Background: an optimization exercise with open tools, aiming at small area. Do not read the settings as production practice.
At most, simulation tests tie the RTL to the original design; equivalence was not proved.
Power is estimated from default activity; no workload was simulated.

## pine
==> module top, before the edit <==
module top
(
    input  wire        i_wb_clk,
    input  wire        i_wb_rst,
    input  wire        i_wb_cyc,
    input  wire        i_wb_stb,
    input  wire        i_wb_we,
    input  wire [15:0] i_wb_adr,
    input  wire [15:0] i_wb_data,
    input  wire [63:0] i_DC,
    input  wire        i_extclk,
    input  wire [3:0]  i_DC_valid,
    output reg  [15:0] o_wb_data,
    output reg         o_wb_ack,
    output wire [3:0]  o_pwm
);
    function lt16;
        input [15:0] a, b;
        integer i;
        reg r;
        begin
            r = 1'b0;
            for (i = 0; i < 16; i = i + 1)
                r = (~a[i] & b[i]) | (~a[i] & r) | (b[i] & r);
            lt16 = r;
        end
    endfunction
    function [16:0] inc16;
        input [15:0] a;
        integer i;
        reg cy;
        begin
            cy = 1'b1;
            for (i = 0; i < 16; i = i + 1) begin
                inc16[i] = a[i] ^ cy;
                cy = cy & a[i];
            end
            inc16[16] = cy;
        end
    endfunction
    reg [2:0] ext_sync;
    always @(posedge i_wb_clk or posedge i_wb_rst)
        if (i_wb_rst) ext_sync <= 3'b0;
        else          ext_sync <= {ext_sync[1:0], i_extclk};
    wire ext_rise = ext_sync[1] & ~ext_sync[2];
    reg live;
    always @(posedge i_wb_clk or posedge i_wb_rst)
        if (i_wb_rst) live <= 1'b0;
        else          live <= 1'b1;
    wire access = i_wb_cyc & i_wb_stb & ~|i_wb_adr[15:4];
    wire wr     = access & i_wb_we;
    wire [15:0] regs [0:15];
    wire [3:0]  irq;
    genvar c;
    generate
        for (c = 0; c < 4; c = c + 1) begin: ch
            reg [15:0] ctrl, period, divisor, dc;
            always @(posedge i_wb_clk or posedge i_wb_rst)
                if (i_wb_rst)                          ctrl <= 16'b0;
                else if (wr && i_wb_adr[3:0] == 4*c)   ctrl <= i_wb_data;
                else if (irq[c])                       ctrl[5] <= 1'b1;
            always @(posedge i_wb_clk or posedge i_wb_rst)
                if (i_wb_rst)                          period <= 16'b0;
                else if (wr && i_wb_adr[3:0] == 4*c+1) period <= i_wb_data;
            always @(posedge i_wb_clk or posedge i_wb_rst)
                if (i_wb_rst)                          divisor <= 16'b0;
                else if (wr && i_wb_adr[3:0] == 4*c+2) divisor <= i_wb_data;
            always @(posedge i_wb_clk or posedge i_wb_rst)
                if (i_wb_rst)                          dc <= 16'b0;
                else if (wr && i_wb_adr[3:0] == 4*c+3) dc <= i_wb_data;
            assign regs[4*c]   = ctrl;
            assign regs[4*c+1] = period;
            assign regs[4*c+2] = divisor;
            assign regs[4*c+3] = dc;
            wire tick = ~ctrl[0] | ext_rise;
            reg [15:0] dsync;
            reg [14:0] count;
            reg        slow;
            always @(posedge i_wb_clk)
                if (tick) dsync <= divisor;
            wire        den    = live & |dsync[15:1];
            wire        cinc   = ~dsync[0] | slow;
            wire [16:0] cnt1x  = inc16({1'b0, count});
            wire [14:0] cnt1   = cnt1x[14:0];
            wire        toggle = den & ((cinc ? cnt1 : count) == dsync[15:1]);
            wire        st     = tick & (~den | (toggle & ~slow));
            always @(posedge i_wb_clk)
                if (~live) begin
                    count <= 15'b0;
                    slow  <= 1'b0;
                end else if (tick & den) begin
                    if (toggle) begin
                        count <= 15'b0;
                        slow  <= ~slow;
                    end else
                        count <= cnt1;
                end
            reg [15:0] pmc;
            reg sw_s, irq_s, en_s, mode_s, tm_s;
            reg [15:0] counter;
            reg mode_prev, counts;
            always @(posedge i_wb_clk)
                if (st) begin
                    pmc <= period; sw_s <= ctrl[7]; irq_s <= ctrl[5]; tm_s <= ctrl[3];
                    en_s <= ctrl[2]; mode_s <= ctrl[1];
                end
            wire [16:0] incx = inc16(counter);
            wire [15:0] inc  = incx[15:0];
            wire        lt   = lt16(counter, pmc - {15'b0, mode_s});
            wire        stop = ~tm_s & counts;
            always @(posedge i_wb_clk)
                if (~live) begin
                    counter <= 16'b0; mode_prev <= 1'b0; counts <= 1'b0;
                end else if (st) begin
                    if (sw_s) begin
                        counter <= 16'b0; mode_prev <= 1'b0; counts <= 1'b0;
                    end else begin
                        mode_prev <= mode_s;
                        if (en_s & ~mode_s & ~stop & ~lt) counts <= 1'b1;
                        else if (~irq_s)                  counts <= 1'b0;
                        if (en_s) begin
                            if (lt & (mode_s | ~stop)) counter <= inc;
                            else                       counter <= 16'b0;
                        end else if (~mode_s & mode_prev)
                            counter <= 16'b0;
                    end
                end
            reg [15:0] psync, dcs;
            reg pm_s, pe_s, dsel_s;
            reg pwm_calc, timer, irq_flag;
            always @(posedge i_wb_clk or posedge i_wb_rst)
                if (i_wb_rst)  pe_s <= 1'b0;
                else if (tick) pe_s <= ctrl[2];
            always @(posedge i_wb_clk)
                if (tick) begin
                    psync <= period; dcs <= dc; pm_s <= ctrl[1]; dsel_s <= ctrl[6];
                end
            wire [15:0] dcx  = dsel_s ? (i_DC_valid[c] ? i_DC[16*c +: 16] : 16'b0) : dcs;
            wire        gt   = lt16(psync, dcx);
            wire        ltb  = lt16(counter, (pm_s & ~gt) ? dcx : psync);
            always @(posedge i_wb_clk or posedge i_wb_rst)
                if (i_wb_rst) begin
                    pwm_calc <= 1'b0; timer <= 1'b0; irq_flag <= 1'b0;
                end else if (tick) begin
                    if (pm_s & pe_s) pwm_calc <= ltb;
                    timer <= ~pm_s & pe_s & ~ltb;
                    if (~pm_s & pe_s & ~ltb) irq_flag <= 1'b1;
                end
            assign irq[c] = irq_flag;
            assign o_pwm[c] = ~ctrl[7] & (ctrl[1] ? (gt | pwm_calc) : timer);
        end
    endgenerate
    always @(posedge i_wb_clk or posedge i_wb_rst)
        if (i_wb_rst) begin
            o_wb_ack  <= 1'b0;
            o_wb_data <= 16'b0;
        end else begin
            o_wb_ack <= access;
            if (access & ~i_wb_we) o_wb_data <= regs[i_wb_adr[3:0]];
        end
endmodule
clock: 10.0 ns
lec_check: 0
cap_margin: 20
core_margin: 2
core_utilization: 65
place_density: 0.75
slew_margin: 20
standard.sh (not shown) runs the stock make flow with config.mk's settings and CLKGATE_MAP_FILE= SYNTH_SCRIPT=/design/flow/synth_recipe.tcl, a recipe that flattens the netlist after the stock synthesis.
==> flow/flow/run.sh <==
#!/bin/bash
# The standard ORFS layout with these changes:
#  - synthesis: the standard flow's synthesis script unchanged up to technology mapping;
#    ABC maps the logic with an area-oriented script (flow/abc_area.script)
#    instead of ORFS's delay-oriented one. Registers are mapped before ABC,
#    exactly as in the standard synthesis.
#  - port buffers use the smallest buffer cell;
#  - the clock tree uses small clock buffers and no dummy loads.
set -euo pipefail
WORK=$PWD
export MY_ABC_SCRIPT=$WORK/flow/abc_area.script

# synthesis core: ORFS's synth.tcl with only the ABC call's script replaced
# (and its delay target dropped, as the area script ignores it)
python3 - "$FLOW_HOME/scripts/synth.tcl" "$WORK/synth_core.tcl" <<'PY'
import sys
s = open(sys.argv[1]).read()
old = "  log_cmd abc {*}$abc_args\n"
assert s.count(old) == 1
new = """  set abc_args [lreplace $abc_args 1 1 $::env(MY_ABC_SCRIPT)]
  set i [lsearch -exact $abc_args -D]
  if { $i >= 0 } { set abc_args [lreplace $abc_args $i [expr {$i + 1}]] }
  log_cmd abc {*}$abc_args
"""
open(sys.argv[2], "w").write(s.replace(old, new))
PY
# The standard flow's synthesis wrapper, sourcing the core above instead of ORFS's synth.tcl
python3 - "$WORK/synth_recipe.tcl" "$WORK/my_synth.tcl" "$WORK/synth_core.tcl" <<'PY'
import sys
s = open(sys.argv[1]).read()
old = "source $::env(SCRIPTS_DIR)/synth.tcl"
assert s.count(old) == 1
open(sys.argv[2], "w").write(s.replace(old, "source " + sys.argv[3]))
PY

export BUFFER_PORTS_ARGS="-buffer_cell sky130_fd_sc_hd__buf_1"
export CTS_ARGS="-sink_clustering_enable -repair_clock_nets -sink_clustering_size 14 -sink_clustering_max_diameter 40 -buf_list {sky130_fd_sc_hd__clkbuf_8} -dont_use_dummy_load"
bash standard.sh SYNTH_SCRIPT=$WORK/my_synth.tcl finish > standard_flow.log 2>&1
==> flow/flow/abc_area.script <==
strash
&get -n
&st
&dc2
&syn2
&dch -f
&nf -R 1000
&put
strash
&get -n
&st
&dch -f
&nf -R 1000
&put
topo
pine: all stages complete, timing, DRC and antenna checks passed
The inputs of maple differ from those of pine as listed below.
--- a/flow/design.v
+++ b/flow/design.v
@@ -85,6 +85,6 @@
             wire        toggle = den & ((cinc ? cnt1 : count) == dsync[15:1]);
             wire        st     = tick & (~den | (toggle & ~slow));
-            always @(posedge i_wb_clk)
-                if (~live) begin
+            always @(posedge i_wb_clk or posedge i_wb_rst)
+                if (i_wb_rst) begin
                     count <= 15'b0;
                     slow  <= 1'b0;
@@ -100,8 +100,13 @@
             reg [15:0] counter;
             reg mode_prev, counts;
+            always @(posedge i_wb_clk or posedge i_wb_rst)
+                if (i_wb_rst) begin
+                    en_s <= 1'b0; mode_s <= 1'b0;
+                end else if (st) begin
+                    en_s <= ctrl[2]; mode_s <= ctrl[1];
+                end
             always @(posedge i_wb_clk)
                 if (st) begin
                     pmc <= period; sw_s <= ctrl[7]; irq_s <= ctrl[5]; tm_s <= ctrl[3];
-                    en_s <= ctrl[2]; mode_s <= ctrl[1];
                 end
             wire [16:0] incx = inc16(counter);
@@ -109,6 +114,6 @@
             wire        lt   = lt16(counter, pmc - {15'b0, mode_s});
             wire        stop = ~tm_s & counts;
-            always @(posedge i_wb_clk)
-                if (~live) begin
+            always @(posedge i_wb_clk or posedge i_wb_rst)
+                if (i_wb_rst) begin
                     counter <= 16'b0; mode_prev <= 1'b0; counts <= 1'b0;
                 end else if (st) begin
### Flow results
Per the comparison of maple with pine, minimum setup slack after placement rose by 0.15 ns, required time of the critical path fell by 0.04 ns, worst supply voltage drop on vdd fell by 1.2%.
Going from pine to maple, the global-route usage was found to have gone down by 1.2 points.
Compared with pine, maple shows clock-buffer cell count that has gone up by a few percent.
Delta (maple minus pine): power +about 1.5%; sequential cell count ~0 delta.
Worst hold slack deteriorates in maple relative to pine.
After detailed routing, pine needs more wire than maple.
Against pine, design area in maple rose slightly.
The higher fraction of layout instances using a drive strength above 1 of maple and pine is in maple.
No functional check of the RTL was part of maple.

[separate check: timing with driven ports]
The results above use ideal ports. As a check the final layouts listed here were re-extracted and re-timed, cells and wires unchanged. Step 1 (the two cells are an assumption about what drives the block):
set clk [get_ports {i_wb_clk}]
set_driving_cell -lib_cell sky130_fd_sc_hd__clkbuf_16 $clk
set_driving_cell -lib_cell sky130_fd_sc_hd__buf_2 [delete_from_list [all_inputs] $clk]
Step 2 moves the port delays by t, midway between the first and last clock arrival at a register: inputs arrive t later, outputs are due t later. That takes back most of the time a late clock gives input paths. a / b / c = ideal ports / drivers / drivers and shift; a / b = the first two.
run	shift t [ns]	setup WS [ns]	worst setup path after step 2	latest minus earliest clock arrival (ns)	slew at the worst register clock pin (ns)
pine	0.733	1.736 / 1.771 / 1.038	input to register	0.082 / 0.082	0.09 / 0.09
maple	0.738	1.734 / 1.770 / 1.032	input to register	0.086 / 0.086	0.09 / 0.09
After both steps every run listed still meets setup and hold. The setup slack of maple, which loses most, moves by +0.036 ns with the drivers and by -0.702 ns with both steps.
